This is an optimization exercise on Yosys and OpenROAD, whose aim is small area, not a production implementation.
At most, simulation tests tie the RTL to the original design; equivalence was not proved.
Power and IR drop assume default switching activity.

run A:
Design TopDesign, start of the top module:
module TopDesign
    (
    input logic clk,
    input logic rst,
    input logic [15:0] swIns,
    input logic [4:0] debouncer,
    output logic [15:0] insLed,
    output logic [6:0] seg,
    output logic dp,
    output logic [3:0] an
    );
For scale: ~330 flip-flops, roughly 51 I/O pins, about 0.016 sq mm of cells after synthesis.
clock: 10.0 ns
lec_check: 0
cap_margin: 20
core_margin: 2
core_utilization: 40
slew_margin: 20
synth_hierarchical: 1
standard.sh (not shown) runs the stock make flow with config.mk's settings and CLKGATE_MAP_FILE= SYNTH_SCRIPT=/design/flow/synth_recipe.tcl, a recipe that flattens the netlist after the stock synthesis.
==> flow/flow/run.sh <==
#!/bin/bash
bash standard.sh \
  "BUFFER_PORTS_ARGS=-buffer_cell sky130_fd_sc_hd__buf_1" \
  "CTS_ARGS=-sink_clustering_enable -repair_clock_nets -dont_use_dummy_load -sink_clustering_size 30 -sink_clustering_max_diameter 60 -buf_list {sky130_fd_sc_hd__clkbuf_8 sky130_fd_sc_hd__clkbuf_16}" \
  finish > standard.log 2>&1
Run A did not stop at any stage, and its layout met the timing, DRC and antenna checks.
Input changes introduced in run B (baseline for comparison: run A):
- putting CTS_CLUSTER_DIAMETER at 60 where nothing was set
- putting CTS_CLUSTER_SIZE at 28 where nothing was set
- putting CTS_BUF_LIST at sky130_fd_sc_hd__clkbuf_16 where nothing was set
==> flow/run.sh (new file) <==
#!/bin/bash
# synth_recipe.tcl (not shown) runs the flow's synth.tcl, then flattens the netlist and writes it again
# the make line also repeats each setting of config.mk as NAME=value (left out here)
make -C /OpenROAD-flow-scripts/flow DESIGN_CONFIG=/design/flow/config.mk WORK_HOME=/design/flow/orfs CLKGATE_MAP_FILE= SYNTH_SCRIPT=/design/flow/synth_recipe.tcl finish
removed: flow/flow/run.sh
removed: flow/standard.sh
- Run B was carried through to the last stage, and its layout satisfied the timing, DRC and antenna checks.
- From run B to run A, floorplan row count did not move at all.
- In run B the met3 global-route usage turned out 1.1 points higher than in run A.
- Headroom to the max-slew limit, run B and run A: smaller value in run B
Relative to run B, the following input files were edited for run C:
- CORE_UTILIZATION: 40 -> 60
- CTS_CLUSTER_SIZE: 28 -> unset
- CTS_CLUSTER_DIAMETER: 60 -> unset
- CTS_BUF_LIST: sky130_fd_sc_hd__clkbuf_16 -> unset
==> flow/flow/run.sh (new file) <==
#!/bin/bash
bash standard.sh \
  "BUFFER_PORTS_ARGS=-buffer_cell sky130_fd_sc_hd__buf_1" \
  "CTS_ARGS=-sink_clustering_enable -repair_clock_nets -dont_use_dummy_load -sink_clustering_size 28 -sink_clustering_max_diameter 60 -buf_list sky130_fd_sc_hd__clkbuf_16" \
  finish > standard.log 2>&1
==> flow/standard.sh (new file) <==
#!/bin/bash
# synth_recipe.tcl (not shown) runs the flow's synth.tcl, then flattens the netlist and writes it again
# the make line also repeats each setting of config.mk as NAME=value (left out here)
make -C /OpenROAD-flow-scripts/flow DESIGN_CONFIG=/design/flow/config.mk WORK_HOME=/design/flow/orfs CLKGATE_MAP_FILE= SYNTH_SCRIPT=/design/flow/synth_recipe.tcl "${@:-finish}"
removed: flow/run.sh
### Flow results
- Changes observed in run C relative to run B: highest clock rate climbed 11 MHz, wire length of the first global-routing pass shows a reduction of about 8%, design area lower, sequential share of layout area rose by 2.4 points.
[inputs] run D vs run C
- CORE_UTILIZATION now 40, was 60
==> flow/flow/run.sh <==
#!/bin/bash
bash standard.sh \
  "BUFFER_PORTS_ARGS=-buffer_cell sky130_fd_sc_hd__buf_1" \
  "CTS_ARGS=-sink_clustering_enable -repair_clock_nets -dont_use_dummy_load -sink_clustering_size 20 -sink_clustering_max_diameter 50 -buf_list sky130_fd_sc_hd__clkbuf_8" \
  finish > standard.log 2>&1
Notes after the runs:
- Looking at maximum clock rate across both flows, run D is the weaker of the two, with run C ahead.
- Re final standard cell area without fillers: run C was lower than run D.
- Compared with run C, worst vdd rail ir drop in run D decreased by more than half.
- Power: run D draws less than run C
- Run D against run C: number of max-cap violations held steady, final setup slack of the worst path moved down.
- Die extent in y (run C / run D): 0.820
No run of this note included a check of the RTL's function; only the layout flow was run.

---

Another version of the RTL of TopDesign (not shown whole).
Size: roughly 1200 cells after synthesis, ~51 I/O pins, about 14000 um2 of cells after synthesis.
clock: 10.0 ns
lec_check: 0
cap_margin: 20
core_margin: 2
core_utilization: 65
slew_margin: 20
synth_hierarchical: 1
==> flow/flow/run.sh <==
#!/bin/bash
# Layout flow: the standard flow (standard.sh) with these changes.
#  Synthesis: ORFS's synth.tcl with two edits, made here with sed:
#   - Yosys's extract_fa (half/full adder extraction) only runs on the
#     FullAdd module, so the rest of the logic is left to ABC;
#   - ABC uses flow/abc_area.script (area-oriented mapping) instead of
#     ORFS's speed script.
#   Everything else (synth_recipe.tcl's -nofsm -noshare, flatten and renames,
#   the register mapping) is unchanged, so the registers are the standard
#   synthesis's.
#  Placement: port buffers use the smallest buffer cell, buf_1.
#  CTS: clkbuf_16 leaf clusters of up to 28 sinks, no dummy loads.
set -euo pipefail
W=$PWD
sed -e 's|^  extract_fa {\*}\[dont_use_extract_fa_args\]$|  extract_fa {*}[dont_use_extract_fa_args] FullAdd|' \
    -e 's|^  log_cmd abc {\*}\$abc_args$|  lset abc_args 1 '"$W"'/flow/abc_area.script\n  log_cmd abc {*}$abc_args|' \
    "$FLOW_HOME/scripts/synth.tcl" > own_synth.tcl
grep -q 'extract_fa {\*}\[dont_use_extract_fa_args\] FullAdd' own_synth.tcl
grep -q 'flow/abc_area.script' own_synth.tcl
sed -e "s|^source \$::env(SCRIPTS_DIR)/synth.tcl$|source $W/own_synth.tcl|" synth_recipe.tcl > own_synth_recipe.tcl
grep -q own_synth.tcl own_synth_recipe.tcl
sed -e "s|SYNTH_SCRIPT=[^ ]*|SYNTH_SCRIPT=$W/own_synth_recipe.tcl|" standard.sh > own_standard.sh
grep -q own_synth_recipe.tcl own_standard.sh
bash own_standard.sh \
  "BUFFER_PORTS_ARGS=-buffer_cell sky130_fd_sc_hd__buf_1" \
  "CTS_ARGS=-sink_clustering_enable -repair_clock_nets -dont_use_dummy_load -buf_list sky130_fd_sc_hd__clkbuf_4" \
  finish > standard.log 2>&1
==> flow/flow/abc_area.script <==
&get -n
&st
&dch
&nf -R 1000
&st
&syn2
&dch
&nf -R 1000
&put
topo
stime -c
dnsize -c
The starting point produced a clean layout.
Change:
--- a/flow/flow/run.sh
+++ b/flow/flow/run.sh
@@ -11,3 +11,4 @@
 #  Placement: port buffers use the smallest buffer cell, buf_1.
-#  CTS: clkbuf_16 leaf clusters of up to 28 sinks, no dummy loads.
+#  CTS: clkbuf_4 clock buffers, leaf clusters of up to 10 sinks within
+#   35 um, no dummy loads.
 set -euo pipefail
@@ -25,3 +26,3 @@
   "BUFFER_PORTS_ARGS=-buffer_cell sky130_fd_sc_hd__buf_1" \
-  "CTS_ARGS=-sink_clustering_enable -repair_clock_nets -dont_use_dummy_load -buf_list sky130_fd_sc_hd__clkbuf_4" \
+  "CTS_ARGS=-sink_clustering_enable -repair_clock_nets -dont_use_dummy_load -sink_clustering_size 12 -sink_clustering_max_diameter 30 -buf_list sky130_fd_sc_hd__clkbuf_4" \
   finish > standard.log 2>&1
Settings changed: CORE_UTILIZATION 65 to 80.
The changed run finished with timing, DRC and antenna clean.
Hold slack improved by 0.044 ns.
Critical path depth falls by 5.
Global-route usage rises by 9.6 points.
Wire length rises by a few percent.
Total power falls by a few percent.
First-iteration DRC count rises by a quarter to a third.
Non-clock buffer count stays the same.
Fmax falls by a few percent.
Utilization rises by 14 points.
Clock power falls by a quarter to a third.
Sequential power is about the same.
Change:
--- a/flow/flow/run.sh
+++ b/flow/flow/run.sh
@@ -26,3 +26,3 @@
   "BUFFER_PORTS_ARGS=-buffer_cell sky130_fd_sc_hd__buf_1" \
-  "CTS_ARGS=-sink_clustering_enable -repair_clock_nets -dont_use_dummy_load -sink_clustering_size 12 -sink_clustering_max_diameter 30 -buf_list sky130_fd_sc_hd__clkbuf_4" \
+  "CTS_ARGS=-sink_clustering_enable -repair_clock_nets -sink_clustering_size 10 -sink_clustering_max_diameter 35 -buf_list sky130_fd_sc_hd__clkbuf_4 -dont_use_dummy_load" \
   finish > standard.log 2>&1
==> flow/flow/abc_area.script (replaced) <==
&get -n
&st
&dch
&nf -R 1000
&st
&syn2
&dch
&nf -R 1000
&put
mfs3 -ae
topo
stime -c
dnsize -c
Settings changed: CORE_UTILIZATION 80 to 65.
=> Utilization shrinks by 15 points. Setup slack gains 0.14 ns. Clock-buffer cell count grows by 4. Global-route usage shrinks by 11 points.

---

TopDesign again, from the RTL that the note above started with.
Settings: LEC_CHECK=0, CAP_MARGIN=0, CORE_MARGIN=2, CORE_UTILIZATION=65, SLEW_MARGIN=0, SYNTH_HIERARCHICAL=1; clock period 10.0 ns.
==> flow/flow/run.sh <==
#!/bin/bash
# Layout flow: the standard flow (standard.sh) with these changes.
#  Synthesis: ORFS's synth.tcl with two edits, made here with sed:
#   - Yosys's extract_fa (half/full adder extraction) only runs on the
#     FullAdd module, so the rest of the logic is left to ABC;
#   - ABC uses flow/abc_area.script (area-oriented mapping) instead of
#     ORFS's speed script.
#   Everything else (synth_recipe.tcl's -nofsm -noshare, flatten and renames,
#   the register mapping) is unchanged, so the registers are the standard
#   synthesis's.
#  Placement: port buffers use the smallest buffer cell, buf_1.
#  CTS: clkbuf_4 clock buffers, leaf clusters of up to 10 sinks within
#   35 um, no dummy loads.
set -euo pipefail
W=$PWD
sed -e 's|^  extract_fa {\*}\[dont_use_extract_fa_args\]$|  extract_fa {*}[dont_use_extract_fa_args] FullAdd|' \
    -e 's|^  log_cmd abc {\*}\$abc_args$|  lset abc_args 1 '"$W"'/flow/abc_area.script\n  log_cmd abc {*}$abc_args|' \
    "$FLOW_HOME/scripts/synth.tcl" > own_synth.tcl
grep -q 'extract_fa {\*}\[dont_use_extract_fa_args\] FullAdd' own_synth.tcl
grep -q 'flow/abc_area.script' own_synth.tcl
sed -e "s|^source \$::env(SCRIPTS_DIR)/synth.tcl$|source $W/own_synth.tcl|" synth_recipe.tcl > own_synth_recipe.tcl
grep -q own_synth.tcl own_synth_recipe.tcl
sed -e "s|SYNTH_SCRIPT=[^ ]*|SYNTH_SCRIPT=$W/own_synth_recipe.tcl|" standard.sh > own_standard.sh
grep -q own_synth_recipe.tcl own_standard.sh
bash own_standard.sh \
  "BUFFER_PORTS_ARGS=-buffer_cell sky130_fd_sc_hd__buf_1" \
  "CTS_ARGS=-sink_clustering_enable -repair_clock_nets -sink_clustering_size 10 -sink_clustering_max_diameter 35 -buf_list sky130_fd_sc_hd__clkbuf_4 -dont_use_dummy_load" \
  finish > standard.log 2>&1
==> flow/flow/abc_area.script <==
&get -n
&st
&dch
&nf -R 1000
&st
&syn2
&dch
&nf -R 1000
&put
topo
stime -c
dnsize -c
Next try:
--- a/flow/flow/run.sh
+++ b/flow/flow/run.sh
@@ -25,4 +25,4 @@
 bash own_standard.sh \
   "BUFFER_PORTS_ARGS=-buffer_cell sky130_fd_sc_hd__buf_1" \
-  "CTS_ARGS=-sink_clustering_enable -repair_clock_nets -sink_clustering_size 10 -sink_clustering_max_diameter 35 -buf_list sky130_fd_sc_hd__clkbuf_4 -dont_use_dummy_load" \
+  "CTS_ARGS=-sink_clustering_enable -repair_clock_nets -dont_use_dummy_load -sink_clustering_size 11 -sink_clustering_max_diameter 30 -buf_list sky130_fd_sc_hd__clkbuf_4" \
   finish > standard.log 2>&1
--- a/flow/config.mk
+++ b/flow/config.mk
@@ -6,7 +6,7 @@
 export NUM_CORES = 4
 export LEC_CHECK = 0
-export CAP_MARGIN = 0
+export CAP_MARGIN = 20
 export CORE_MARGIN = 2
 export CORE_UTILIZATION = 65
-export SLEW_MARGIN = 0
+export SLEW_MARGIN = 20
 export SYNTH_HIERARCHICAL = 1
Effect:
- worst hold slack improved by 0.013 ns
- final cell count rose by 0.56%
- sequential share of layout area fell by 0.28 points
- total power rose by 1.7%
Next try:
--- a/flow/flow/run.sh
+++ b/flow/flow/run.sh
@@ -10,6 +10,5 @@
 #   synthesis's.
 #  Placement: port buffers use the smallest buffer cell, buf_1.
-#  CTS: clkbuf_4 clock buffers, leaf clusters of up to 10 sinks within
-#   35 um, no dummy loads.
+#  CTS: clkbuf_16 leaf clusters of up to 28 sinks, no dummy loads.
 set -euo pipefail
 W=$PWD
@@ -25,4 +24,4 @@
 bash own_standard.sh \
   "BUFFER_PORTS_ARGS=-buffer_cell sky130_fd_sc_hd__buf_1" \
-  "CTS_ARGS=-sink_clustering_enable -repair_clock_nets -dont_use_dummy_load -sink_clustering_size 11 -sink_clustering_max_diameter 30 -buf_list sky130_fd_sc_hd__clkbuf_4" \
+  "CTS_ARGS=-sink_clustering_enable -repair_clock_nets -dont_use_dummy_load -buf_list sky130_fd_sc_hd__clkbuf_8" \
   finish > standard.log 2>&1
Effect:
- The changed run completed with no timing, DRC or antenna violations
- flip-flop and latch count is unchanged
- register-to-register slack gains 0.04 ns
- worst setup slack gains 0.038 ns
- cell count stays flat
- clock power grows by 36%
- worst hold slack gains 0.0056 ns
- via count grows by 1.0%
- critical path depth does not change
- area after synthesis does not change
- wire length grows by 0.55%
Next try:
--- a/flow/flow/run.sh
+++ b/flow/flow/run.sh
@@ -10,5 +10,6 @@
 #   synthesis's.
 #  Placement: port buffers use the smallest buffer cell, buf_1.
-#  CTS: clkbuf_16 leaf clusters of up to 28 sinks, no dummy loads.
+#  CTS: clkbuf_4 clock buffers, leaf clusters of up to 10 sinks within
+#   35 um, no dummy loads.
 set -euo pipefail
 W=$PWD
@@ -24,4 +25,4 @@
 bash own_standard.sh \
   "BUFFER_PORTS_ARGS=-buffer_cell sky130_fd_sc_hd__buf_1" \
-  "CTS_ARGS=-sink_clustering_enable -repair_clock_nets -dont_use_dummy_load -buf_list sky130_fd_sc_hd__clkbuf_8" \
+  "CTS_ARGS=-sink_clustering_enable -repair_clock_nets -dont_use_dummy_load -sink_clustering_size 10 -sink_clustering_max_diameter 35 -buf_list sky130_fd_sc_hd__clkbuf_4" \
   finish > standard.log 2>&1
--- a/flow/config.mk
+++ b/flow/config.mk
@@ -8,5 +8,5 @@
 export CAP_MARGIN = 20
 export CORE_MARGIN = 2
-export CORE_UTILIZATION = 65
+export CORE_UTILIZATION = 60
 export SLEW_MARGIN = 20
 export SYNTH_HIERARCHICAL = 1
The new run went through all stages and came out clean.
Via count falls by a few percent.
Maximum frequency barely changes.
Flip-flop and latch count does not change.
Utilization falls by 6.5 points.
Combinational power hardly moves.
Clock power shrinks by a quarter to a third.
Hold slack improved by 0.041 ns.
Power is lower by roughly a tenth.
Cell count grows by a few percent.
Worst setup slack gets worse by 0.0099 ns.
Clock-buffer cell count decreases by 4.
Next try:
--- a/flow/config.mk
+++ b/flow/config.mk
@@ -8,5 +8,5 @@
 export CAP_MARGIN = 20
 export CORE_MARGIN = 2
-export CORE_UTILIZATION = 60
+export CORE_UTILIZATION = 75
 export SLEW_MARGIN = 20
 export SYNTH_HIERARCHICAL = 1
Outcome: The changed run ran to the end with no violations; worst setup slack improved by 0.013 ns; die area shrinks by about 20%; global-route usage grows by 9.0 points; count of clock-buffer cells in the layout shrinks by 2; routed wire length shrinks by about 3%; first-iteration DRC count grows by about 15%; final cell count shrinks by 3.7%; hold slack improved by 0.0064 ns; power hardly moves.
Next try:
--- a/flow/flow/run.sh
+++ b/flow/flow/run.sh
@@ -25,4 +25,4 @@
 bash own_standard.sh \
   "BUFFER_PORTS_ARGS=-buffer_cell sky130_fd_sc_hd__buf_1" \
-  "CTS_ARGS=-sink_clustering_enable -repair_clock_nets -dont_use_dummy_load -sink_clustering_size 10 -sink_clustering_max_diameter 35 -buf_list sky130_fd_sc_hd__clkbuf_4" \
+  "CTS_ARGS=-sink_clustering_enable -repair_clock_nets -sink_clustering_size 10 -sink_clustering_max_diameter 35 -buf_list sky130_fd_sc_hd__clkbuf_4 -dont_use_dummy_load" \
   finish > standard.log 2>&1
--- a/flow/config.mk
+++ b/flow/config.mk
@@ -8,5 +8,7 @@
 export CAP_MARGIN = 20
 export CORE_MARGIN = 2
-export CORE_UTILIZATION = 75
+export CORE_UTILIZATION = 65
+export GPL_ROUTABILITY_DRIVEN = 0
+export GPL_TIMING_DRIVEN = 0
 export SLEW_MARGIN = 20
 export SYNTH_HIERARCHICAL = 1
Power came out lower by 0.35%.
Area after synthesis stays the same.
Critical path depth came out higher by 1.
Non-clock buffer count came out higher by 1.
Wire length came out lower by 8.1%.
Final cell count came out higher by 1.4%.
Die area came out higher by 15%.

port drivers added, routing unchanged:
In the flow no input, the clock included, has a driving cell. The finished layouts below were timed again as built, in two steps.
Step 1 sets driving cells, clkbuf_16 on the clock port and buf_2 on the other inputs (assumed; they add their load-dependent delay and slew).
Step 2 also shifts input and output timing later by t, the mid clock arrival at the registers, as if the neighbouring blocks saw the same clock.
a / b / c = ideal ports / drivers / drivers and shift; a / b = the first two.
run | t (ns) | setup WS [ns] | latest minus earliest clock arrival (ns) | worst slew at a driven data input, ns
run A | 0.593 | 3.622 / 3.567 / 4.160 | 0.076 / 0.076 | 0.05
run B | 0.608 | 3.192 / 3.139 / 3.747 | 0.024 / 0.024 | 0.05
run C | 0.582 | 3.674 / 3.622 / 4.203 | 0.048 / 0.049 | 0.04
run D | 0.609 | 3.593 / 3.541 / 4.150 | 0.093 / 0.093 | 0.05
the first run of note 2 | 0.693 | 3.765 / 3.765 / 3.765 | 0.109 / 0.108 | 0.04
the second run of note 2 | 0.676 | 3.592 / 3.553 / 3.611 | 0.100 / 0.100 | 0.04
the third run of note 2 | 0.683 | 3.733 / 3.733 / 3.733 | 0.112 / 0.113 | 0.04
the first run of note 3 | 0.676 | 3.392 / 3.392 / 3.392 | 0.122 / 0.123 | 0.04
the second run of note 3 | 0.720 | 3.726 / 3.726 / 3.726 | 0.126 / 0.126 | 0.04
the third run of note 3 | 0.593 | 3.764 / 3.764 / 3.764 | 0.064 / 0.064 | 0.04
the fourth run of note 3 | 0.711 | 3.754 / 3.712 / 3.832 | 0.120 / 0.120 | 0.04
the fifth run of note 3 | 0.681 | 3.767 / 3.730 / 3.767 | 0.100 / 0.101 | 0.03
the sixth run of note 3 | 0.684 | 3.519 / 3.519 / 3.519 | 0.067 / 0.067 | 0.03
After both steps setup and hold are still met in every run listed.
